This design comes from an exercise in tuning for small area, a short achievable clock period and few clock cycles on the open sky130 flow, not from production work.
At most, simulation tests tie the RTL to the original design; equivalence was not proved.
The RTL of runs 4 and 5 was laid out without a check of its function.
Power is estimated from default activity; no workload was simulated.

==> flow/design.v, too long to show whole: its modules and the start of the top module <==
// module booth_enc4: 20 lines
// module mac_array_32x32: 10 lines
// module dot4_csa: 451 lines
// module post_process_array: 39 lines
// module qmul_csa: 302 lines
// module conv_engine_array: 207 lines
module conv_engine_array #(
    parameter int ROWS    = 4,
    parameter int COLS    = 4,
    parameter int SCALE_Q = 16
) (
    input  logic        clk,
    input  logic        rst_n,
    input  logic        start,
    input  logic [10:0] c_in,
    input  logic [10:0] c_out,
    input  logic [3:0]  kernel_size,
    output logic [12:0] patch_rd_addr,
    input  logic [COLS*8-1:0] patch_rd_data_wide,
    output logic [21:0] weight_rd_addr,
    input  logic [COLS*8-1:0] weight_rd_data_wide,
    output logic [8:0]  bias_rd_ch,
    input  logic signed [31:0] bias_rd_data,
    input  logic [15:0] scale,
    input  logic        skip_relu,
    output logic        out_valid,
    output logic [8:0]  out_ch_base,
    output logic [5:0]  out_count,
    output wire  [ROWS*8-1:0] out_data_flat,
    output wire  [ROWS*32-1:0] out_int32_flat,
    output logic        done
);
  // ...
==> flow/flow/run.sh <==
#!/bin/bash
# The standard layout (standard.sh: unchanged synthesis, floorplan, place,
# CTS, route) with these changes to how it is made:
#  - repair_timing is asked for extra setup slack, so that the achieved period
#    is pushed below the constraint;
#  - the port buffers that buffer_ports inserts are plain buffers (buf_1,
#    which repair may upsize) rather than the delay cells it picks by default;
#  - CTS inserts no dummy load cells and clusters up to 30 sinks per leaf buffer.
set -euo pipefail
bash standard.sh SETUP_SLACK_MARGIN=9.5 \
  "BUFFER_PORTS_ARGS=-buffer_cell sky130_fd_sc_hd__buf_1" \
  "CTS_ARGS=-sink_clustering_enable -repair_clock_nets -dont_use_dummy_load -sink_clustering_size 30 -sink_clustering_max_diameter 80" \
  finish > standard_flow.log 2>&1
==> flow/standard.sh <==
#!/bin/bash
# synth_recipe.tcl (not shown) runs the flow's synth.tcl, then flattens the netlist and writes it again
# the make line also repeats each setting of config.mk as NAME=value (left out here)
make -C /OpenROAD-flow-scripts/flow DESIGN_CONFIG=/design/flow/config.mk WORK_HOME=/design/flow/orfs CLKGATE_MAP_FILE= SYNTH_SCRIPT=/design/flow/synth_recipe.tcl "${@:-finish}"
==> flow/config.mk <==
export PLATFORM = sky130hd
export DESIGN_NAME = conv_engine_array
export DESIGN_NICKNAME = conv_engine_array
export VERILOG_FILES = /design/flow/design.v
export SDC_FILE = /design/flow/constraint.sdc
export NUM_CORES = 4
export LEC_CHECK = 0
export CAP_MARGIN = 5
export CORE_MARGIN = 2
export CORE_UTILIZATION = 35
export PLACE_DENSITY = 0.6
export SLEW_MARGIN = 5
==> flow/constraint.sdc <==
create_clock -name core_clock -period 13.5 [get_ports {clk}]
set_input_delay 2.7000 -clock core_clock [delete_from_list [all_inputs] [get_ports {clk}]]
set_output_delay 2.7000 -clock core_clock [all_outputs]
set_load 0.01 [all_outputs]
==> summary.txt, run 1 <==
- Max_cap viols: 0
- Crit path max fanout: 2
- Rows: 106
- Placed inst area: roughly 0.032 mm2
- GR Util met3: about 3.1%
- Area Growth Syn to Fin: 14.0%
- CTS Sinks: just over 500
- Final min period: between 3000 and 4000 ps
- Total power per unit cell area: 218 mW/mm2
- Critical path class: flop to primary output
- CLK BUF: 35
- Synth Instances: between 2000 and 3000
- Initial Utilization: a little over a third
- Post-synth cell types: about 70
- Delay of the slowest critical-path stage: around 520 ps
- Final hold vios: 0
- Die Width: a little under 300 um
- Final wirelength: 76300 um
- Status: complete, no violations
- Worst clock skew: just over 80 ps
- Largest cell class by area: multi-input gates
- Comb. pwr: 4.29 mW
- CP delay by family, top: flip-flops
- Internal Power: about 4.3 mW
- Largest family of logic cells by synthesized area: adder cells
- Avg Vias per Cell: 4.80
- Vias in the first global route: ~20000
- Number of enable flip-flop cells after synthesis: 157
- Crit path to: out_int32_flat[99]
- Nets@finish: around 3700
- Multi-input logic portion of the cell area: between 40% and 50%
Testbench counts, summed over its fixed seeds: cycles 14,476.
==> inputs of run 2 (changes only) <==
==> flow/flow/run.sh (replaced) <==
#!/bin/bash
# The standard layout (standard.sh: unchanged synthesis, floorplan, place,
# CTS, route) with these changes to how it is made:
#  - repair_timing is asked for extra setup slack, so that the achieved period
#    is pushed below the constraint;
#  - the port buffers that buffer_ports inserts are plain buffers (buf_1,
#    which repair may upsize) rather than the delay cells it picks by default;
#  - CTS inserts no dummy load cells and clusters up to 36 sinks per leaf buffer.
set -euo pipefail
bash standard.sh SETUP_SLACK_MARGIN=9.5 \
  "BUFFER_PORTS_ARGS=-buffer_cell sky130_fd_sc_hd__buf_1" \
  "CTS_ARGS=-sink_clustering_enable -repair_clock_nets -dont_use_dummy_load -sink_clustering_size 36 -sink_clustering_max_diameter 90" \
  finish > standard_flow.log 2>&1
--- a/flow/config.mk
+++ b/flow/config.mk
@@ -6,7 +6,7 @@
 export NUM_CORES = 4
 export LEC_CHECK = 0
-export CAP_MARGIN = 5
+export CAP_MARGIN = 20
 export CORE_MARGIN = 2
 export CORE_UTILIZATION = 35
 export PLACE_DENSITY = 0.6
-export SLEW_MARGIN = 5
+export SLEW_MARGIN = 20
==> summary.txt, run 2 <==
- Seq pwr share: 28.7% (was 28.3%)
- DRC violations left: 0 (unchanged)
- Synth area leader: dfxtp_1 (unchanged)
- Total power per unit cell area: 216 mW/mm2 (was 218 mW/mm2)
- Max IR drop VDD: 142 uV (was 122 uV)
- Most instantiated library cell after synthesis: dfxtp_1 (unchanged)
- Worst endpoint required time: 10800 ps (about the same)
- Area Growth Syn to Fin: 13.6% (was 14.0%)
- Slew Limit Fails: 0 (unchanged)
- RSZ-0062 raised after global routing: yes (unchanged)
- Drt pass-1 iters: 5 (unchanged)
- Tcrit/Tclk final: 30.0% (was 29.5%)
- Arr. time, crit path: 1350 ps (was 1290 ps)
- Combinational Power Share: 59.0% (was 58.4%)
- Clock slew at reported path FFs: 90 ps (was 100 ps)
- Switching power: 3.05 mW (was 3.08 mW)
- CP Launch Type: flop (unchanged)
- Synth area leaders: dfxtp_1 23%, edfxtp_1 16%, fa_1 16% (unchanged)
- Sequential-to-total area share from yosys stat: 40.3% (unchanged)
- Nets@finish: 3662 (was 3664)
- Largest register by flop count: o32 (unchanged)
- H-Tree Depth: 1 (was 2)
- Synth Instances: 2805 (unchanged)
- Antenna violations before repair: 13 (unchanged)
- Top post-synthesis cells by count: 343 x dfxtp_1, 280 x inv_1, 232 x fa_1 (unchanged)
- Clock power frac: 12.3% (was 13.3%)
- First-pass GRT wire length: 117000 um (was 116000 um)
- PortBufs: 351 (unchanged)
- Delay of the slowest critical-path stage: 520 ps (about the same)
- Ys flop type: dfxtp_1 (unchanged)
- Initial Utilization: 35.3% (unchanged)
- Max clock buf depth: 3 (unchanged)
- DR vias: 20400 (was 20200)
- Number of flip-flops in the largest register: 96 (unchanged)
- Iter 0 DRT Violations: 894 (was 917)
- Crit path max fanout: 2 (unchanged)
- FF+latch count, synth: 512 (unchanged)
- Internal Power: 4.17 mW (was 4.26 mW)
- Synth Cell Area: 0.0295 mm2 (unchanged)
- Total CTS buffers: 30 (was 35)
- Top Ports: 363 (unchanged)
- Status: complete, no violations (unchanged)
- Slowest stage cell, crit path: edfxtp_1 (unchanged)
- Power Total: 7.22 mW (was 7.34 mW)
- Worst clock skew: 88.9 ps (was 81.6 ps)
- Max_cap viols: 0 (unchanged)
- Dpl hpwl: 58400 um (unchanged)
- Leakage power: 13.8 nW (about the same)
- CTS tree: done (unchanged)
- Share of the synthesized area in the top cell type: 23.3% (unchanged)
- Most frequent cells in the layout: 321 x buf_1, 278 x inv_1, 271 x dfxtp_1, 224 x fa_1, 215 x nand2_1 (was 339 x buf_1, 280 x dfxtp_1, 272 x inv_1, 220 x fa_1, 215 x nand2_1)
- Vias in the first global route: 20500 (about the same)
- Die Width: 294 um (unchanged)
- Die Y: 294 um (unchanged)
- Drt wl/cell: 18.1 um (about the same)
- Final wirelength: 76400 um (was 76300 um)
- HP Class: flop to flop (unchanged)
- Layout cells sized above 1: 8.84% (was 8.61%)
- Least-Margin Pin Slew: 968 ps (was 1140 ps)
- CP delay by family, top: flip-flops (unchanged)
- Cell chain of the critical path: clkbuf_2 (unchanged)
- Commonest non-fill, non-tap cell in the layout: buf_1 (unchanged)
- Antenna Nets Post-Route: 0 (unchanged)
- Clock latency on the worst-skew pair: 660 ps (was 590 ps)
- WP buf/inv: 1 (unchanged)
- Max transition margin: 35.5% (was 24.1%)
- Final min period: 4050 ps (was 3990 ps)
- Core area: 0.0836 mm2 (unchanged)
- Grt ovf: 0 (unchanged)
- Critical path class: flop to primary output (unchanged)
- CTS root buf: clkbuf_16 (unchanged)
- Sw Ratio: 42.3% (was 41.9%)
- RD Place Congestion: 0.914 (unchanged)
- Post-synth ARST share: 2.34% (unchanged)
- Largest net degree at the start of global routing: 61 (unchanged)
- Final hold vios: 0 (unchanged)
- Rows: 106 (unchanged)
- Avg Vias per Cell: 4.83 (was 4.80)
- Total negative slack: 0 ps (unchanged)
- CTS Sinks: 512 (unchanged)
- Setup crit end kind: primary output (unchanged)
- Fmax: 247 MHz (was 251 MHz)
- GRT Resource Usage Total: 17.3% (about the same)
- Warnings from Yosys: 4 (unchanged)
- Post-synth cell types: 72 (unchanged)
- Final setup violation count: 0 (unchanged)
- Synthesized area per cell: 10.5 um2 (unchanged)
- Number of enable flip-flop cells after synthesis: 157 (unchanged)
- Die area: 0.0866 mm2 (unchanged)
==> run 2: cell counts after synthesis <==
No cell type changed its count.
==> run 2: worst paths after layout <==
check                           startpoint             endpoint  slack [ps]  cells after the start
hold reg to reg            d_first$_DFF_P_      s_first$_DFF_P_         330                      0
setup / recovery            r[3]$_DFFE_PP_   out_int32_flat[99]        9450                      1
hold / removal             d_first$_DFF_P_      s_first$_DFF_P_         330                      0
setup reg to reg            d_w[1]$_DFF_P_       s_c[5]$_DFF_P_        9520                      9
min in group asynchronous            rst_n      qs[1]$_DFF_PN0_        1980                      1
max in group asynchronous            rst_n  first_cyc$_DFF_PN0_       10960                      2
==> run 2: cells by family (layout without fill, tap and decap cells) <==
family                     Yosys count  in the layout  synth area share [%]
and+or+nand+nor                    694            694                  11.7
adders and majority gates          385            385                  22.2
DFF                                512            512                  40.3
buffers and inverters              415            737                  5.38
muxes                               25             25                 0.878
other                                1             11                0.0127
xor gates and xnor gates           311            311                  9.24
AOI/OAI and AO/OA                  462            462                  10.3
==> run 2: timing repair <==
| item | 4_1_cts | 5_1_grt |
|---|---|---|
| gates cloned | 1 | 0 |
| pin swaps | 5 | 12 |
| setup endpoints to repair | 97 | 100 |
| buffers inserted | 45 | 10 |
| endpoints found under the hold margin | 0 | 0 |
| gates resized for setup | 123 | 79 |
| hold buffers | 0 | 0 |
==> run 2: metal layers <==
layer	part of all wire [%]	vias up	routed length, um	GRT usage (%)
li1	-	9902	-	-
met1	41	9907	31400	20.9
met2	52	451	39400	31.8
met3	4.8	101	3700	2.99
met4	2.4	18	1810	4.36
met5	0.15	-	113	0
==> run 2: metrics by stage <==
stage                     utilization, %  hold WS, ps  instance area (um2)  cells  setup WS [ps]
final                               40.1          333                33500   4217           9450
after global routing                40.1          349                33500   4216           9390
after CTS                           39.7          338                33200   4202           9410
after detailed placement            38.1          312                31800   4126           8660
after global placement              38.1          312                31800   4126           8680
after floorplan                        -          310                29500   2811           9520
==> run 2: area by class of cell <==
type	instances	area (um2)
fillers	8293	50100
multi-input cells	1884	16200
flip-flops and latches	512	12000
repair buffers	423	2040
well taps	1080	1350
inverters	284	1070
clock buffers	30	751
diodes	4	10.0
==> run 2: power groups by stage <==
stage	clock network, mW	logic (mW)	registers [mW]
floorplan	0	3.24	2.02
global placement	0	4.11	2.11
detailed placement	0	4.18	2.11
CTS	0.929	4.25	2.08
global route	0.975	4.92	2.10
finish	0.890	4.26	2.07
==> inputs of run 3 (changes only) <==
==> flow/flow/run.sh (replaced) <==
#!/bin/bash
# The standard layout (standard.sh: unchanged synthesis, floorplan, place,
# CTS, route) with these changes to how it is made:
#  - repair_timing is asked for extra setup slack, so that the achieved period
#    is pushed below the constraint;
#  - the port buffers that buffer_ports inserts are plain buffers (buf_1,
#    which repair may upsize) rather than the delay cells it picks by default;
#  - CTS inserts no dummy load cells and clusters up to 30 sinks per leaf buffer.
set -euo pipefail
bash standard.sh SETUP_SLACK_MARGIN=9.5 \
  "BUFFER_PORTS_ARGS=-buffer_cell sky130_fd_sc_hd__buf_1" \
  "CTS_ARGS=-sink_clustering_enable -repair_clock_nets -dont_use_dummy_load -sink_clustering_size 30 -sink_clustering_max_diameter 80 -distance_between_buffers 400 -branching_point_buffers_distance 400" \
  finish > standard_flow.log 2>&1
==> summary.txt, run 3 <==
- Area Growth Syn to Fin: 14.1% (was 13.6%)
- Fmax: 250 MHz (was 247 MHz)
- Final setup violation count: 0 (unchanged)
- Worst endpoint required time: 10800 ps (about the same)
- Sequential cell area: 0.0120 mm2 (about the same)
- Cell chain of the critical path: buf_1 (was clkbuf_2)
- Sw Ratio: 41.9% (was 42.3%)
- Number of flip-flops in the largest register: 96 (unchanged)
- Initial Utilization: 35.3% (unchanged)
- GRT Resource Usage Total: 17.3% (about the same)
- Drt pass-1 iters: 5 (unchanged)
- Commonest non-fill, non-tap cell in the layout: buf_1 (unchanged)
- Crit path max fanout: 2 (unchanged)
- FF+latch count, synth: 512 (unchanged)
- Inst Count DP: 4126 (unchanged)
- WP buf/inv: 1 (unchanged)
- Die Width: 294 um (unchanged)
- R2R depth: 14 (was 9)
- Non-Filler Instances: 4220 (was 4217)
- Slowest stage cell, crit path: edfxtp_1 (unchanged)
- Sequential-to-total area share from yosys stat: 40.3% (unchanged)
- Finished Cell Area: 0.0336 mm2 (was 0.0335 mm2)
- Area occupied by multi-input gates: 0.0163 mm2 (was 0.0162 mm2)
- Internal Power: 4.26 mW (was 4.17 mW)
- Drt wl/cell: 18.1 um (about the same)
- Final wirelength: 76400 um (about the same)
- Switching power: 3.08 mW (was 3.05 mW)
- CTS tree: done (unchanged)
- CTS Sinks: 512 (unchanged)
- Iter 0 DRT Violations: 871 (was 894)
- Arr. time, crit path: 1290 ps (was 1350 ps)
- Share of the synthesized area in the top cell type: 23.3% (unchanged)
- Rows: 106 (unchanged)
- Post-synth ARST share: 2.34% (unchanged)
- Nets@finish: 3665 (was 3662)
- CTS root buf: clkbuf_16 (unchanged)
- Worst clock skew: 81.0 ps (was 88.9 ps)
- CP Launch Type: flop (unchanged)
- Filler cell count in the final layout: 8255 (was 8293)
- CTS Hold Buffers Added: 0 (unchanged)
- Vias in the first global route: 20500 (about the same)
- Number of enable flip-flop cells after synthesis: 157 (unchanged)
- Status: complete, no violations (unchanged)
- Max IR drop VDD: 122 uV (was 142 uV)
- PortBufs: 351 (unchanged)
- Least-Margin Pin Slew: 966 ps (was 968 ps)
- Total negative slack: 0 ps (unchanged)
- Placed inst area: 0.0318 mm2 (unchanged)
- Synth area leaders: dfxtp_1 23%, edfxtp_1 16%, fa_1 16% (unchanged)
- Critical path class: flop to primary output (unchanged)
- RD Place Congestion: 0.914 (unchanged)
- Warnings from Yosys: 4 (unchanged)
- Max transition margin: 35.6% (was 35.5%)
- Final hold vios: 0 (unchanged)
- Top Ports: 363 (unchanged)
- RSZ-0062 raised after global routing: yes (unchanged)
- WP depth: 1 (unchanged)
- Power Total: 7.33 mW (was 7.22 mW)
- Most frequent cells in the layout: 339 x buf_1, 279 x dfxtp_1, 272 x inv_1, 220 x fa_1, 215 x nand2_1 (was 321 x buf_1, 278 x inv_1, 271 x dfxtp_1, 224 x fa_1, 215 x nand2_1)
- H-Tree Depth: 2 (was 1)
- Leakage power: 13.8 nW (about the same)
- Core area: 0.0836 mm2 (unchanged)
- CP delay by family, top: flip-flops (unchanged)
- Top post-synthesis cells by count: 343 x dfxtp_1, 280 x inv_1, 232 x fa_1 (unchanged)
- Antenna Nets Post-Route: 0 (unchanged)
- Antenna violations before repair: 13 (unchanged)
- Max_cap viols: 0 (unchanged)
- Die Y: 294 um (unchanged)
- Layout cells sized above 1: 8.67% (was 8.84%)
- Total CTS buffers: 35 (was 30)
- Avg Vias per Cell: 4.80 (was 4.83)
- First-pass GRT wire length: 116000 um (was 117000 um)
- Synth Instances: 2805 (unchanged)
- Die area: 0.0866 mm2 (unchanged)
- HP Class: flop to flop (unchanged)
- Largest net degree at the start of global routing: 61 (unchanged)
- Max clock buf depth: 3 (unchanged)
- Setup crit end kind: primary output (unchanged)
- Clock latency on the worst-skew pair: 590 ps (was 660 ps)
- Largest register by flop count: o32 (unchanged)
- Synthesized area per cell: 10.5 um2 (unchanged)
- Slew Limit Fails: 0 (unchanged)
- Post-synth cell types: 72 (unchanged)
- DRC violations left: 0 (unchanged)
- Clock slew at reported path FFs: 100 ps (was 90 ps)
- DR vias: 20300 (was 20400)
- Dpl hpwl: 58400 um (unchanged)
- Most instantiated library cell after synthesis: dfxtp_1 (unchanged)
- Seq pwr share: 28.3% (was 28.7%)
- Tcrit/Tclk final: 29.6% (was 30.0%)
- Delay of the slowest critical-path stage: 530 ps (was 520 ps)
- Ys flop type: dfxtp_1 (unchanged)
- Worst Hold Depth: 0 (unchanged)
- Clock power frac: 13.3% (was 12.3%)
- Combinational Power Share: 58.4% (was 59.0%)
- Grt ovf: 0 (unchanged)
- Total power per unit cell area: 218 mW/mm2 (was 216 mW/mm2)
- Final min period: 3990 ps (was 4050 ps)
- Synth Cell Area: 0.0295 mm2 (unchanged)
- Synth area leader: dfxtp_1 (unchanged)
-- run 3: cell counts after synthesis --
No cell type changed its count.
-- run 3: cell families (layout without fill, tap and decap cells) --
| logic type | after synthesis | after routing | synth area share [%] |
|---|---|---|---|
| flip-flops | 512 | 512 | 40.3 |
| XOR/XNOR | 311 | 311 | 9.24 |
| multiplexers | 25 | 25 | 0.878 |
| other | 1 | 11 | 0.0127 |
| adder cells (fa/ha/maj) | 385 | 385 | 22.2 |
| AO/OA/AOI/OAI | 462 | 462 | 10.3 |
| buffers and inverters | 415 | 740 | 5.38 |
| AND/OR/NAND/NOR | 694 | 694 | 11.7 |
-- run 3: power by group through the flow --
stage | combinational (mW) | clock [mW] | sequential (mW)
after floorplan | 3.24 | 0 | 2.02
after CTS | 4.24 | 1.02 | 2.08
after global placement | 4.11 | 0 | 2.11
after global routing | 4.95 | 1.06 | 2.10
after detailed placement | 4.18 | 0 | 2.11
final | 4.28 | 0.973 | 2.08
-- run 3: layout make-up --
| cell class | instances | area share [%] |
|---|---|---|
| multi-input combinational | 1884 | 48.5 |
| sequential | 512 | 35.8 |
| inverter | 284 | 3.18 |
| timing repair buffer | 421 | 5.90 |
| tap | 1080 | 4.02 |
| clock buffer | 35 | 2.60 |
| antenna | 4 | 0.0298 |
-- run 3: worst paths after layout --
kind / startpoint / end / slack (ps)
max: r[1]$_DFFE_PP_ / out_int32_flat[97] / 9510
min: d_v$_DFF_PN0_ / s_v$_DFF_PN0_ / 290
max reg2reg: s_v$_DFF_PN0_ / acc[31]$_DFF_P_ / 9550
min reg2reg: d_v$_DFF_PN0_ / s_v$_DFF_PN0_ / 290
max in group asynchronous: rst_n / first_cyc$_DFF_PN0_ / 10870
min in group asynchronous: rst_n / done$_DFF_PN0_ / 2090
-- run 3: per-stage QoR --
stage | hold WS (ps) | setup slack, ps | utilization [%]
2_1_floorplan | 310 | 9520 | -
4_1_cts | 297 | 9340 | 39.7
3_3_place_gp | 312 | 8680 | 38.1
3_5_place_dp | 312 | 8660 | 38.1
5_1_grt | 319 | 9380 | 40.3
6_report | 295 | 9510 | 40.3
-- run 3: repair_timing --
item / CTS / global route
setup endpoints to repair: 79 / 75
setup buffers: 34 / 19
gates resized for setup: 103 / 82
cloned: 1 / 0
pin swaps: 6 / 29
-- run 3: layer usage --
metal | GRT usage [%] | wire (um)
met1 | 20.8 | 31600
met2 | 31.5 | 39000
met3 | 3.11 | 3830
met4 | 4.62 | 1840
met5 | 0 | 112
-- run 3: worst reg2reg max path, cell delays in order (launching register included) --
cell and delay (ps):
dfrtp_4 520, buf_12 150, and2_1 140, fa_1 450, ha_1 390, a21oi_2 210, a21oi_1 90, a311o_1 330
a22o_1 200, a41o_2 280, o41ai_4 320, o2111ai_2 200, a31o_1 250, a21oi_1 200, xnor2_1 130
==> module conv_engine_array, before the edit <==
module conv_engine_array #(
    parameter int ROWS    = 4,
    parameter int COLS    = 4,
    parameter int SCALE_Q = 16
) (
    input  logic        clk,
    input  logic        rst_n,
    input  logic        start,
    input  logic [10:0] c_in,
    input  logic [10:0] c_out,
    input  logic [3:0]  kernel_size,
    output logic [12:0] patch_rd_addr,
    input  logic [COLS*8-1:0] patch_rd_data_wide,
    output logic [21:0] weight_rd_addr,
    input  logic [COLS*8-1:0] weight_rd_data_wide,
    output logic [8:0]  bias_rd_ch,
    input  logic signed [31:0] bias_rd_data,
    input  logic [15:0] scale,
    input  logic        skip_relu,
    output logic        out_valid,
    output logic [8:0]  out_ch_base,
    output logic [5:0]  out_count,
    output wire  [ROWS*8-1:0] out_data_flat,
    output wire  [ROWS*32-1:0] out_int32_flat,
    output logic        done
);
    logic [8:0]  cin_q;
    logic        k3_q;
    logic [8:0]  coutm1_q;       
    logic [10:0] lastq_q;        
    logic [1:0]  rlast_q;        
    wire  [13:0] nm1 = (k3_q ? ({cin_q, 3'b000} + {5'd0, cin_q}) : {5'd0, cin_q}) - 14'd1;
    always_ff @(posedge clk) begin
        cin_q    <= c_in[8:0];
        k3_q     <= (kernel_size == 4'd3);
        coutm1_q <= c_out[8:0] - 9'd1;
        lastq_q  <= nm1[12:2];
        rlast_q  <= nm1[1:0];
    end
    logic        run;
    logic [10:0] pos;            
    logic [8:0]  och;            
    logic [21:0] waddr;
    logic [2:0]  gcnt;           
    logic        first_cyc;      
    wire f_last   = first_cyc ? (~k3_q & (cin_q <= 9'd4)) : (pos == lastq_q);
    wire f_lastch = (och == coutm1_q);
    wire f_space  = (och[1:0] == 2'd0 && och != 9'd0) ? (gcnt == 3'd5) : (gcnt >= 3'd3);
    wire f_go     = run & (~f_last | f_space);    
    assign weight_rd_addr = waddr;
    assign patch_rd_addr  = {pos, 2'b00};
    always_ff @(posedge clk or negedge rst_n) begin
        if (!rst_n) begin
            run       <= 1'b0;
            first_cyc <= 1'b0;
        end else begin
            first_cyc <= start;
            if (start)
                run <= 1'b1;
            else if (f_go && f_last && f_lastch)
                run <= 1'b0;
        end
    end
    always_ff @(posedge clk) begin
        if (start) begin
            pos   <= 11'd0;
            och   <= 9'd0;
            waddr <= 22'd0;
            gcnt  <= 3'd0;
        end else if (f_go) begin
            if (f_last) begin
                pos   <= 11'd0;
                och   <= och + 9'd1;
                waddr <= waddr + {19'd0, {1'b0, rlast_q} + 3'd1};
                gcnt  <= 3'd0;
            end else begin
                pos   <= pos + 11'd1;
                waddr <= waddr + 22'd4;
                if (gcnt != 3'd5) gcnt <= gcnt + 3'd1;
            end
        end else if (gcnt != 3'd5) begin
            gcnt <= gcnt + 3'd1;
        end
    end
    logic        d_v, d_first, d_last, d_end;
    logic [31:0] d_w;
    logic [15:0] d_one, d_two, d_neg;    
    wire  [31:0] a_m;
    wire  [15:0] e_one, e_two, e_neg;
    genvar gj;
    generate
        for (gj = 0; gj < 4; gj++) begin : g_am
            assign a_m[gj*8 +: 8] = (f_go && (!f_last || gj <= rlast_q)) ?
                                    patch_rd_data_wide[gj*8 +: 8] : 8'd0;
        end
    endgenerate
    booth_enc4 u_enc (.a(a_m), .one(e_one), .two(e_two), .neg(e_neg));
    always_ff @(posedge clk or negedge rst_n) begin
        if (!rst_n) d_v <= 1'b0;
        else        d_v <= f_go;
    end
    always_ff @(posedge clk) begin
        d_first <= f_go & (pos == 11'd0);
        d_last  <= f_last;
        d_end   <= f_last & f_lastch;
        d_w     <= weight_rd_data_wide;
        d_one   <= e_one;
        d_two   <= e_two;
        d_neg   <= e_neg;
    end
    logic        s_v, s_first, s_last, s_end;
    logic [17:0] s_s, s_c;
    logic [8:0]  dch;            
    logic [31:0] bias_q;
    wire  [17:0] dot_s, dot_c;
    mac_array_32x32 u_dot (.w(d_w), .one(d_one), .two(d_two), .neg(d_neg), .s(dot_s), .c(dot_c));
    assign bias_rd_ch = dch;
    always_ff @(posedge clk or negedge rst_n) begin
        if (!rst_n) s_v <= 1'b0;
        else        s_v <= d_v;
    end
    always_ff @(posedge clk) begin
        dch     <= och;
        s_first <= d_first;
        s_last  <= d_last;
        s_end   <= d_end;
        s_s     <= dot_s;
        s_c     <= dot_c;
        bias_q  <= bias_rd_data;
    end
    logic        a_v, a_end;
    logic signed [31:0] acc;
    wire  [14:0] corr = s_first ? {4'hf, ~lastq_q} : 15'd0;
    always_ff @(posedge clk or negedge rst_n) begin
        if (!rst_n) a_v <= 1'b0;
        else        a_v <= s_v & s_last;
    end
    always_ff @(posedge clk) begin
        a_end  <= s_end;
        acc <= (s_first ? bias_q : acc) + {corr, s_s[16:0] & {17{s_v}}} + {14'd0, s_c & {18{s_v}}};
    end
    logic        r_end;
    logic signed [31:0] r;
    logic [4:0]  qs;             
    always_ff @(posedge clk or negedge rst_n) begin
        if (!rst_n) qs <= 4'd0;
        else        qs <= {qs[3:0], a_v};
    end
    always_ff @(posedge clk) begin
        if (a_v) begin
            r_end  <= a_end;
            r      <= (skip_relu || !acc[31]) ? acc : ((acc >>> 3) - (acc >>> 5));
        end
    end
    wire signed [7:0] q;
    logic [3:0]  dig;            
    always_ff @(posedge clk)
        dig <= a_v   ? scale[3:0]   :
               qs[0] ? scale[7:4]   :
               qs[1] ? scale[11:8]  : scale[15:12];
    post_process_array u_q (.clk(clk), .qs(qs[3:0]), .dig(dig), .r(r), .snz(|scale), .q(q));
    logic [7:0]  o8  [0:ROWS-1];
    logic [31:0] o32 [0:ROWS-2];     
    logic [6:0]  tile;
    logic        q_end;
    logic [1:0]  qlane;          
    always_ff @(posedge clk or negedge rst_n) begin
        if (!rst_n) begin
            out_valid <= 1'b0;
            done      <= 1'b0;
        end else begin
            out_valid <= qs[4] & (q_end | (qlane == 2'd3));
            done      <= qs[4] & q_end;
        end
    end
    always_ff @(posedge clk) begin
        if (start)
            qlane <= 2'd0;
        else if (qs[4])
            qlane <= qlane + 2'd1;
        if (start)
            tile <= 7'd0;
        else if (out_valid)
            tile <= tile + 7'd1;
        if (qs[3]) begin
            q_end  <= r_end;
        end
        out_count <= q_end ? {3'd0, {1'b0, coutm1_q[1:0]} + 3'd1} : 6'd4;
        for (int l = 0; l < ROWS; l++) begin
            if (l < ROWS-1 && qs[3] && qlane == l[1:0]) o32[l] <= r;
            if (l < ROWS-1 && qs[4] && qlane == l[1:0]) o8[l]  <= q;
        end
        o8[ROWS-1] <= q;         
    end
    assign out_ch_base = {tile, 2'b00};
    genvar gl;
    generate
        for (gl = 0; gl < ROWS; gl++) begin : g_out
            assign out_data_flat[gl*8 +: 8]   = o8[gl];
            if (gl < ROWS-1) begin : g_o32
                assign out_int32_flat[gl*32 +: 32] = o32[gl];
            end else begin : g_r
                assign out_int32_flat[gl*32 +: 32] = r;
            end
        end
    endgenerate
endmodule
==> inputs of run 4 (changes only) <==
--- a/flow/design.v
+++ b/flow/design.v
@@ -856,5 +856,5 @@
     logic [8:0]  coutm1_q;       
     logic [10:0] lastq_q;        
-    logic [1:0]  rlast_q;        
+    wire  [1:0]  rlast = cin_q[1:0] - 2'd1;
     wire  [13:0] nm1 = (k3_q ? ({cin_q, 3'b000} + {5'd0, cin_q}) : {5'd0, cin_q}) - 14'd1;
     always_ff @(posedge clk) begin
@@ -863,5 +863,4 @@
         coutm1_q <= c_out[8:0] - 9'd1;
         lastq_q  <= nm1[12:2];
-        rlast_q  <= nm1[1:0];
     end
     logic        run;
@@ -899,5 +898,5 @@
                 pos   <= 11'd0;
                 och   <= och + 9'd1;
-                waddr <= waddr + {19'd0, {1'b0, rlast_q} + 3'd1};
+                waddr <= waddr + {19'd0, {1'b0, rlast} + 3'd1};
                 gcnt  <= 3'd0;
             end else begin
@@ -910,5 +909,5 @@
         end
     end
-    logic        d_v, d_first, d_last, d_end;
+    logic        d_v, d_first, d_last;
     logic [31:0] d_w;
     logic [15:0] d_one, d_two, d_neg;    
@@ -918,5 +917,5 @@
     generate
         for (gj = 0; gj < 4; gj++) begin : g_am
-            assign a_m[gj*8 +: 8] = (f_go && (!f_last || gj <= rlast_q)) ?
+            assign a_m[gj*8 +: 8] = (f_go && (!f_last || gj <= rlast)) ?
                                     patch_rd_data_wide[gj*8 +: 8] : 8'd0;
         end
@@ -930,5 +929,4 @@
         d_first <= f_go & (pos == 11'd0);
         d_last  <= f_last;
-        d_end   <= f_last & f_lastch;
         d_w     <= weight_rd_data_wide;
         d_one   <= e_one;
@@ -936,5 +934,5 @@
         d_neg   <= e_neg;
     end
-    logic        s_v, s_first, s_last, s_end;
+    logic        s_v, s_first, s_last;
     logic [17:0] s_s, s_c;
     logic [8:0]  dch;            
@@ -951,10 +949,9 @@
         s_first <= d_first;
         s_last  <= d_last;
-        s_end   <= d_end;
         s_s     <= dot_s;
         s_c     <= dot_c;
         bias_q  <= bias_rd_data;
     end
-    logic        a_v, a_end;
+    logic        a_v;
     logic signed [31:0] acc;
     wire  [14:0] corr = s_first ? {4'hf, ~lastq_q} : 15'd0;
@@ -964,5 +961,4 @@
     end
     always_ff @(posedge clk) begin
-        a_end  <= s_end;
         acc <= (s_first ? bias_q : acc) + {corr, s_s[16:0] & {17{s_v}}} + {14'd0, s_c & {18{s_v}}};
     end
@@ -976,5 +972,5 @@
     always_ff @(posedge clk) begin
         if (a_v) begin
-            r_end  <= a_end;
+            r_end  <= ~run;
             r      <= (skip_relu || !acc[31]) ? acc : ((acc >>> 3) - (acc >>> 5));
         end
--- a/flow/flow/run.sh
+++ b/flow/flow/run.sh
@@ -10,4 +10,4 @@
 bash standard.sh SETUP_SLACK_MARGIN=9.5 \
   "BUFFER_PORTS_ARGS=-buffer_cell sky130_fd_sc_hd__buf_1" \
-  "CTS_ARGS=-sink_clustering_enable -repair_clock_nets -dont_use_dummy_load -sink_clustering_size 30 -sink_clustering_max_diameter 80 -distance_between_buffers 400 -branching_point_buffers_distance 400" \
+  "CTS_ARGS=-sink_clustering_enable -repair_clock_nets -dont_use_dummy_load -sink_clustering_size 30 -sink_clustering_max_diameter 80" \
   finish > standard_flow.log 2>&1
==> summary.txt, run 4 <==
- Synthesized area per cell: 10.3 um2 (was 10.5 um2)
- WP buf/inv: 1 (unchanged)
- Layout cells sized above 1: 8.74% (was 8.67%)
- Clock latency on the worst-skew pair: 620 ps (was 590 ps)
- Clock slew at reported path FFs: 100 ps (about the same)
- Nets@finish: 3732 (was 3665)
- Max clock buf depth: 3 (unchanged)
- Warnings from Yosys: 4 (unchanged)
- Synth area leader: dfxtp_1 (unchanged)
- Least-Margin Pin Slew: 1040 ps (was 966 ps)
- Switching power: 3.19 mW (was 3.08 mW)
- CP delay by family, top: flip-flops (unchanged)
- Share of the synthesized area in the top cell type: 22.6% (was 23.3%)
- Combinational Power Share: 59.2% (was 58.4%)
- Ys flop type: dfxtp_1 (unchanged)
- CTS Hold Buffers Added: 0 (unchanged)
- Delay of the slowest critical-path stage: 560 ps (was 530 ps)
- Initial Utilization: 35.2% (was 35.3%)
- Seq pwr share: 27.3% (was 28.3%)
- Max_cap viols: 0 (unchanged)
- FF+latch count, synth: 507 (was 512)
- Drt wl/cell: 17.8 um (was 18.1 um)
- H-Tree Depth: 2 (unchanged)
- RSZ-0062 raised after global routing: yes (unchanged)
- Critical path class: flop to primary output (unchanged)
- Total power per unit cell area: 219 mW/mm2 (was 218 mW/mm2)
- RD Place Congestion: 0.887 (was 0.914)
- Die Width: 296 um (was 294 um)
- Largest net degree at the start of global routing: 62 (was 61)
- Clock power frac: 13.5% (was 13.3%)
- Synth Instances: 2887 (was 2805)
- Synth area leaders: dfxtp_1 23%, edfxtp_1 16%, fa_1 16% (unchanged)
- Grt ovf: 0 (unchanged)
- Worst endpoint required time: 10800 ps (about the same)
- Most instantiated library cell after synthesis: dfxtp_1 (unchanged)
- DRC violations left: 0 (unchanged)
- Number of flip-flops in the largest register: 96 (unchanged)
- Largest register by flop count: o32 (unchanged)
- DR vias: 21000 (was 20300)
- Total CTS buffers: 38 (was 35)
- Most frequent cells in the layout: 338 x buf_1, 284 x inv_1, 271 x dfxtp_1, 237 x nand2_1, 225 x fa_1 (was 339 x buf_1, 279 x dfxtp_1, 272 x inv_1, 220 x fa_1, 215 x nand2_1)
- Synth Cell Area: 0.0299 mm2 (was 0.0295 mm2)
- Status: complete, no violations (unchanged)
- CP Launch Type: flop (unchanged)
- Fmax: 248 MHz (was 250 MHz)
- Commonest non-fill, non-tap cell in the layout: buf_1 (unchanged)
- Sw Ratio: 42.6% (was 41.9%)
- Post-synth ARST share: 2.37% (was 2.34%)
- Sequential-to-total area share from yosys stat: 39.4% (was 40.3%)
- Dpl hpwl: 58700 um (was 58400 um)
- Final wirelength: 77200 um (was 76400 um)
- Total negative slack: 0 ps (unchanged)
- Worst clock skew: 129 ps (was 81.0 ps)
- Area Growth Syn to Fin: 14.2% (was 14.1%)
- Slowest stage cell, crit path: edfxtp_1 (unchanged)
- Tcrit/Tclk final: 29.8% (was 29.6%)
- Core area: 0.0849 mm2 (was 0.0836 mm2)
- Number of enable flip-flop cells after synthesis: 157 (unchanged)
- Max IR drop VDD: 144 uV (was 122 uV)
- Setup crit end kind: primary output (unchanged)
- Crit path max fanout: 3 (was 2)
- Leakage power: 13.8 nW (about the same)
- Post-synth cell types: 81 (was 72)
- Top post-synthesis cells by count: 338 x dfxtp_1, 285 x inv_1, 237 x nand2_1 (was 343 x dfxtp_1, 280 x inv_1, 232 x fa_1)
- Die area: 0.0877 mm2 (was 0.0866 mm2)
- Final hold vios: 0 (unchanged)
- Drt pass-1 iters: 7 (was 5)
- Final core occ: 40.2% (was 40.3%)
- Top Ports: 363 (unchanged)
- Iter 0 DRT Violations: 1063 (was 871)
- HP Class: flop to flop (unchanged)
- First-pass GRT wire length: 118000 um (was 116000 um)
- Avg Vias per Cell: 4.83 (was 4.80)
- Die Y: 296 um (was 294 um)
- Slew Limit Fails: 0 (unchanged)
- CTS tree: done (unchanged)
- Max transition margin: 30.4% (was 35.6%)
- Antenna Nets Post-Route: 0 (unchanged)
- Vias in the first global route: 20800 (was 20500)
- CTS root buf: clkbuf_16 (unchanged)
- Antenna violations before repair: 9 (was 13)
- GRT Resource Usage Total: 17.3% (about the same)
- Internal Power: 4.30 mW (was 4.26 mW)
- Cell chain of the critical path: buf_1 (unchanged)
- Rows: 107 (was 106)
- CTS Sinks: 507 (was 512)
- Arr. time, crit path: 1320 ps (was 1290 ps)
- PortBufs: 351 (unchanged)
- Final setup violation count: 0 (unchanged)
- Final min period: 4020 ps (was 3990 ps)
-- run 4: changes by cell type in the layout (fill, tap and decap cells not counted), moves of 11 or more --
cell | previous run | this run
nand2_1 | 215 | 237
xor2_1 | 137 | 125
inv_1 | 272 | 284
and2_1 | 94 | 77
nor2b_1 | 72 | 87
nor3_1 | 19 | 33
a21oi_1 | 85 | 96
-- run 4: final timing paths --
path | from | end | slack, ps | cells past startpoint
min in group asynchronous | rst_n | out_valid$_DFF_PN0_ | 2180 | 1
min reg2reg | d_first$_DFF_P_ | s_first$_DFF_P_ | 330 | 0
max reg2reg | d_w[4]$_DFF_P_ | s_c[5]$_DFF_P_ | 9580 | 9
max in group asynchronous | rst_n | s_v$_DFF_PN0_ | 10710 | 1
max | r[1]$_DFFE_PP_ | out_int32_flat[97] | 9480 | 1
min | d_first$_DFF_P_ | s_first$_DFF_P_ | 330 | 0
-- run 4: worst register-to-register path, delay by kind of cell, from the launching register on --
kind,cells,cell delay (ps)
DFF,1,400
adders and majority gates,6,2970
AOI/OAI and AO/OA,1,200
buffers and inverters,1,50
xor gates and xnor gates,1,230
-- run 4: power by group through the flow --
| stage | Combinational (mW) | Clock (mW) | Sequential [mW] |
|---|---|---|---|
| final | 4.43 | 1.01 | 2.04 |
| after CTS | 4.38 | 1.05 | 2.04 |
| after global routing | 5.12 | 1.10 | 2.07 |
| after floorplan | 3.38 | 0 | 1.99 |
| after global placement | 4.23 | 0 | 2.07 |
| after detailed placement | 4.32 | 0 | 2.07 |
-- run 4: final cells by class --
class,count,area [um2]
repair buffers,417,1960
inverters,287,1080
flip-flops and latches,507,11900
diodes,1,2.50
fillers,8418,50700
clock buffers,38,951
well taps,1144,1430
multi-input cells,1953,16800
-- run 4: metal layers --
layer	global-route usage, %	wire, um	vias to the layer above	share of wire (%)
li1	-	-	10200	-
met1	21.5	32700	10200	42
met2	30.5	38100	468	49
met3	2.86	3770	117	4.9
met4	5.56	2530	4	3.3
met5	0	25	-	0.032
-- run 4: logic make-up (layout without fill, tap and decap cells) --
kind of cell | Yosys count | after routing | share of synthesized area [%]
and+or+nand+nor | 734 | 734 | 12.2
AOI/OAI and AO/OA | 513 | 513 | 11.4
DFF | 507 | 507 | 39.4
buffers and inverters | 433 | 742 | 5.54
adders and majority gates | 386 | 386 | 22.0
xor gates and xnor gates | 291 | 291 | 8.59
muxes | 22 | 22 | 0.766
other | 1 | 8 | 0.0126
-- run 4: repair_timing --
action                                  in CTS  in global routing
gates resized for setup                     75                114
gates cloned                                 1                  1
buffers inserted                            29                 18
pin swaps                                    3                 15
endpoints found under the setup margin      65                 66
-- run 4: through the flow --
step | hold WS [ps] | power [mW] | std cells | worst slack, ps | area [um2]
floorplan | 310 | 5.37 | 2893 | 9520 | 29900
global placement | 311 | 6.30 | 4259 | 8660 | 32200
detailed placement | 315 | 6.39 | 4259 | 8640 | 32200
CTS | 337 | 7.47 | 4327 | 9440 | 33600
global route | 344 | 8.29 | 4346 | 9380 | 34100
finish | 333 | 7.48 | 4347 | 9480 | 34100
==> inputs of run 5 (changes only) <==
--- a/flow/design.v
+++ b/flow/design.v
@@ -856,5 +856,5 @@
     logic [8:0]  coutm1_q;       
     logic [10:0] lastq_q;        
-    wire  [1:0]  rlast = cin_q[1:0] - 2'd1;
+    logic [1:0]  rlast_q;        
     wire  [13:0] nm1 = (k3_q ? ({cin_q, 3'b000} + {5'd0, cin_q}) : {5'd0, cin_q}) - 14'd1;
     always_ff @(posedge clk) begin
@@ -863,4 +863,5 @@
         coutm1_q <= c_out[8:0] - 9'd1;
         lastq_q  <= nm1[12:2];
+        rlast_q  <= nm1[1:0];
     end
     logic        run;
@@ -898,5 +899,5 @@
                 pos   <= 11'd0;
                 och   <= och + 9'd1;
-                waddr <= waddr + {19'd0, {1'b0, rlast} + 3'd1};
+                waddr <= waddr + {19'd0, {1'b0, rlast_q} + 3'd1};
                 gcnt  <= 3'd0;
             end else begin
@@ -917,5 +918,5 @@
     generate
         for (gj = 0; gj < 4; gj++) begin : g_am
-            assign a_m[gj*8 +: 8] = (f_go && (!f_last || gj <= rlast)) ?
+            assign a_m[gj*8 +: 8] = (f_go && (!f_last || gj <= rlast_q)) ?
                                     patch_rd_data_wide[gj*8 +: 8] : 8'd0;
         end
@@ -965,8 +966,8 @@
     logic        r_end;
     logic signed [31:0] r;
-    logic [4:0]  qs;             
+    logic [5:0]  qs;             
     always_ff @(posedge clk or negedge rst_n) begin
-        if (!rst_n) qs <= 4'd0;
-        else        qs <= {qs[3:0], a_v};
+        if (!rst_n) qs <= 6'd0;
+        else        qs <= {qs[4:0], a_v};
     end
     always_ff @(posedge clk) begin
@@ -993,6 +994,6 @@
             done      <= 1'b0;
         end else begin
-            out_valid <= qs[4] & (q_end | (qlane == 2'd3));
-            done      <= qs[4] & q_end;
+            out_valid <= (qs[4] & (qlane == 2'd3)) | (qs[5] & q_end & (qlane != 2'd3));
+            done      <= q_end & ((qs[4] & (qlane == 2'd3)) | (qs[5] & (qlane != 2'd3)));
         end
     end
@@ -1000,5 +1001,5 @@
         if (start)
             qlane <= 2'd0;
-        else if (qs[4])
+        else if (qs[5])
             qlane <= qlane + 2'd1;
         if (start)
@@ -1012,5 +1013,5 @@
         for (int l = 0; l < ROWS; l++) begin
             if (l < ROWS-1 && qs[3] && qlane == l[1:0]) o32[l] <= r;
-            if (l < ROWS-1 && qs[4] && qlane == l[1:0]) o8[l]  <= q;
+            if (l < ROWS-1 && qs[5] && qlane == l[1:0]) o8[l]  <= o8[ROWS-1];
         end
         o8[ROWS-1] <= q;         
==> summary.txt, run 5 <==
- Total negative slack: 0 ps (unchanged)
- Fmax: 250 MHz (was 248 MHz)
- Nets@finish: 3738 (was 3732)
- CTS Sinks: 510 (was 507)
- Drt wl/cell: 17.9 um (was 17.8 um)
- Iter 0 DRT Violations: 1061 (was 1063)
- Clock latency on the worst-skew pair: 590 ps (was 620 ps)
- Grt ovf: 0 (unchanged)
- Die Width: 296 um (about the same)
- Number of flip-flops in the largest register: 96 (unchanged)
- Synth area leader: dfxtp_1 (unchanged)
- Synth Instances: 2892 (was 2887)
- RSZ-0062 raised after global routing: yes (unchanged)
- Filler cell count in the final layout: 8310 (was 8418)
- Delay of the slowest critical-path stage: 530 ps (was 560 ps)
- Synth area leaders: dfxtp_1 23%, edfxtp_1 16%, fa_1 16% (unchanged)
- Setup crit end kind: primary output (unchanged)
- Max transition margin: 28.4% (was 30.4%)
- Synth Cell Area: 0.0298 mm2 (was 0.0299 mm2)
- Cell chain of the critical path: clkbuf_2 (was buf_1)
- Arr. time, crit path: 1300 ps (was 1320 ps)
- Die area: 0.0876 mm2 (was 0.0877 mm2)
- Commonest non-fill, non-tap cell in the layout: buf_1 (unchanged)
- Post-synth cell types: 75 (was 81)
- Status: complete, no violations (unchanged)
- Internal Power: 4.25 mW (was 4.30 mW)
- Vias in the first global route: 20800 (about the same)
- Tcrit/Tclk final: 29.6% (was 29.8%)
- Core area: 0.0847 mm2 (was 0.0849 mm2)
- Leakage power: 13.7 nW (was 13.8 nW)
- Total power per unit cell area: 219 mW/mm2 (about the same)
- Final hold vios: 0 (unchanged)
- Top post-synthesis cells by count: 340 x dfxtp_1, 292 x inv_1, 240 x nand2_1 (was 338 x dfxtp_1, 285 x inv_1, 237 x nand2_1)
- Top Ports: 363 (unchanged)
- Avg Vias per Cell: 4.78 (was 4.83)
- Initial Utilization: 35.2% (about the same)
- Slowest stage cell, crit path: edfxtp_1 (unchanged)
- Placed inst area: 0.0322 mm2 (about the same)
- H-Tree Depth: 2 (unchanged)
- Largest net degree at the start of global routing: 66 (was 62)
- DRC violations left: 0 (unchanged)
- Warnings from Yosys: 4 (unchanged)
- Final wirelength: 77800 um (was 77200 um)
- Combinational Power Share: 59.1% (was 59.2%)
- DR vias: 20800 (was 21000)
- Crit path max fanout: 2 (was 3)
- Share of the synthesized area in the top cell type: 22.8% (was 22.6%)
- Antenna violations before repair: 12 (was 9)
- Ys flop type: dfxtp_1 (unchanged)
- Largest register by flop count: o32 (unchanged)
- CTS tree: done (unchanged)
- Final min period: 4000 ps (was 4020 ps)
- PortBufs: 351 (unchanged)
- Slew Limit Fails: 0 (unchanged)
- WP buf/inv: 1 (unchanged)
- Dpl hpwl: 59600 um (was 58700 um)
- Area Growth Syn to Fin: 13.8% (was 14.2%)
- Rows: 107 (unchanged)
- CP delay by family, top: flip-flops (unchanged)
- CTS root buf: clkbuf_16 (unchanged)
- RD Place Congestion: 0.914 (was 0.887)
- Clock power frac: 13.1% (was 13.5%)
- FF+latch count, synth: 510 (was 507)
- Final setup violation count: 0 (unchanged)
- Layout cells sized above 1: 8.35% (was 8.74%)
- CTS Hold Buffers Added: 0 (unchanged)
- Die Y: 296 um (about the same)
- Most instantiated library cell after synthesis: dfxtp_1 (unchanged)
- Least-Margin Pin Slew: 1050 ps (was 1040 ps)
- Synthesized area per cell: 10.3 um2 (about the same)
- Total CTS buffers: 35 (was 38)
- Drt pass-1 iters: 5 (was 7)
- Critical path class: flop to primary output (unchanged)
- Max IR drop VDD: 141 uV (was 144 uV)
- GRT Resource Usage Total: 17.4% (was 17.3%)
- HP Class: flop to flop (unchanged)
- Switching power: 3.19 mW (about the same)
- Worst clock skew: 90.7 ps (was 129 ps)
- First-pass GRT wire length: 118000 um (about the same)
- CP Launch Type: flop (unchanged)
- Post-synth ARST share: 2.55% (was 2.37%)
- Most frequent cells in the layout: 347 x buf_1, 285 x inv_1, 272 x dfxtp_1, 240 x nand2_1, 217 x fa_1 (was 338 x buf_1, 284 x inv_1, 271 x dfxtp_1, 237 x nand2_1, 225 x fa_1)
- Worst R2R Setup Slack: 9590 ps (was 9580 ps)
- Antenna Nets Post-Route: 0 (unchanged)
- Seq pwr share: 27.8% (was 27.3%)
- Finished Cell Area: 0.0339 mm2 (was 0.0341 mm2)
- Clock slew at reported path FFs: 80 ps (was 100 ps)
- Sw Ratio: 42.9% (was 42.6%)
- Max_cap viols: 0 (unchanged)
- Number of enable flip-flop cells after synthesis: 157 (unchanged)
- Sequential-to-total area share from yosys stat: 39.7% (was 39.4%)
- Max clock buf depth: 3 (unchanged)
- Worst endpoint required time: 10800 ps (about the same)
[run 5: worst register-to-register path, delay by kind of cell, from the launching register on]
| kind | cells | cell delay (ps) |
|---|---|---|
| flip-flops | 1 | 380 |
| adder cells (fa/ha/maj) | 6 | 2780 |
| AO/OA/AOI/OAI | 1 | 180 |
| buffers and inverters | 4 | 350 |
| XOR/XNOR | 1 | 100 |
[run 5: path summary, 6_finish.rpt]
path,start,endpoint,cells past startpoint
max,r[18]$_DFFE_PP_,out_int32_flat[114],1
min,d_v$_DFF_PN0_,s_v$_DFF_PN0_,0
max reg2reg,d_one[1]$_DFF_P_,s_c[6]$_DFF_P_,12
min reg2reg,d_v$_DFF_PN0_,s_v$_DFF_PN0_,0
max in group asynchronous,rst_n,s_v$_DFF_PN0_,1
min in group asynchronous,rst_n,done$_DFF_PN0_,1
[run 5: kinds of logic after synthesis]
group / count (synthesis) / share of synthesized area (%)
compound gates: 494 / 10.9
fa+ha+maj: 385 / 22.0
simple gates: 752 / 12.4
mux: 24 / 0.826
flops: 510 / 39.7
other cells: 1 / 0.0126
xor+xnor: 292 / 8.57
buf+inv: 434 / 5.56
[run 5: repair_timing]
action,in CTS,in global routing
buffers inserted,36,17
setup endpoints to repair,61,31
resized for setup,86,101
pin swaps,2,49
[run 5: area by class of cell]
cell class                 instances  area, um2  area share, %
antenna                            6       15.0         0.0442
clock buffer                      35        876           2.58
multi-input combinational       1954      16700           49.1
timing repair buffer             416       1850           5.44
tap                             1144       1430           4.22
sequential                       510      12000           35.4
inverter                         294       1110           3.27
[run 5: stage by stage]
stage	std cells	util, %	worst slack, ps	hold slack, ps	total power, mW
after floorplan	2898	-	9460	310	5.34
after global placement	4265	37.9	8660	328	6.32
after global routing	4358	40.1	9440	335	8.25
after detailed placement	4265	37.9	8630	327	6.41
after CTS	4336	39.5	9370	316	7.45
final	4359	40.1	9500	315	7.44
[run 5: per-layer routing]
metal	global-route usage (%)	share of wire, %
met1	21.0	41
met4	5.46	2.5
met5	0	0.075
met2	31.8	51
met3	2.47	4.9
[run 5: power groups by stage]
stage / Sequential, mW / Combinational [mW] / Clock, mW
floorplan: 2.01 / 3.33 / 0
global placement: 2.11 / 4.21 / 0
detailed placement: 2.11 / 4.30 / 0
CTS: 2.07 / 4.37 / 1.02
global route: 2.10 / 5.09 / 1.06
finish: 2.07 / 4.40 / 0.973

==> what the ideal ports hide <==
The results above use ideal ports. As a check the final layouts listed here were re-extracted and re-timed, cells and wires unchanged. Step 1 assumes that a clkbuf_16 drives the clock port and a buf_2 every other input. Step 2 also shifts input and output timing later by t, the mid clock arrival at the registers, as if the neighbouring blocks saw the same clock. Slacks: no drivers / after step 1 / after step 2; pairs: no drivers / after step 1.
| run | shift t [ns] | setup WS [ns] | worst hold slack (ns) | clock arrival spread, ns | slew at the worst register clock pin (ns) |
|---|---|---|---|---|---|
| run 1 | 0.608 | 9.514 / 9.452 / 9.338 | 0.295 / 0.295 / 0.295 | 0.082 / 0.082 | 0.10 / 0.10 |
| run 2 | 0.678 | 9.449 / 9.387 / 9.359 | 0.333 / 0.333 / 0.333 | 0.096 / 0.096 | 0.12 / 0.12 |
| run 3 | 0.609 | 9.506 / 9.444 / 9.348 | 0.295 / 0.295 / 0.295 | 0.082 / 0.083 | 0.10 / 0.10 |
| run 4 | 0.613 | 9.475 / 9.415 / 9.288 | 0.333 / 0.333 / 0.333 | 0.132 / 0.132 | 0.11 / 0.11 |
| run 5 | 0.616 | 9.504 / 9.441 / 9.233 | 0.315 / 0.315 / 0.315 | 0.100 / 0.100 | 0.11 / 0.11 |
After both steps setup and hold are still met in every run listed. The setup slack of run 5, which loses most, moves by -0.063 ns with the drivers and by -0.271 ns with both steps.
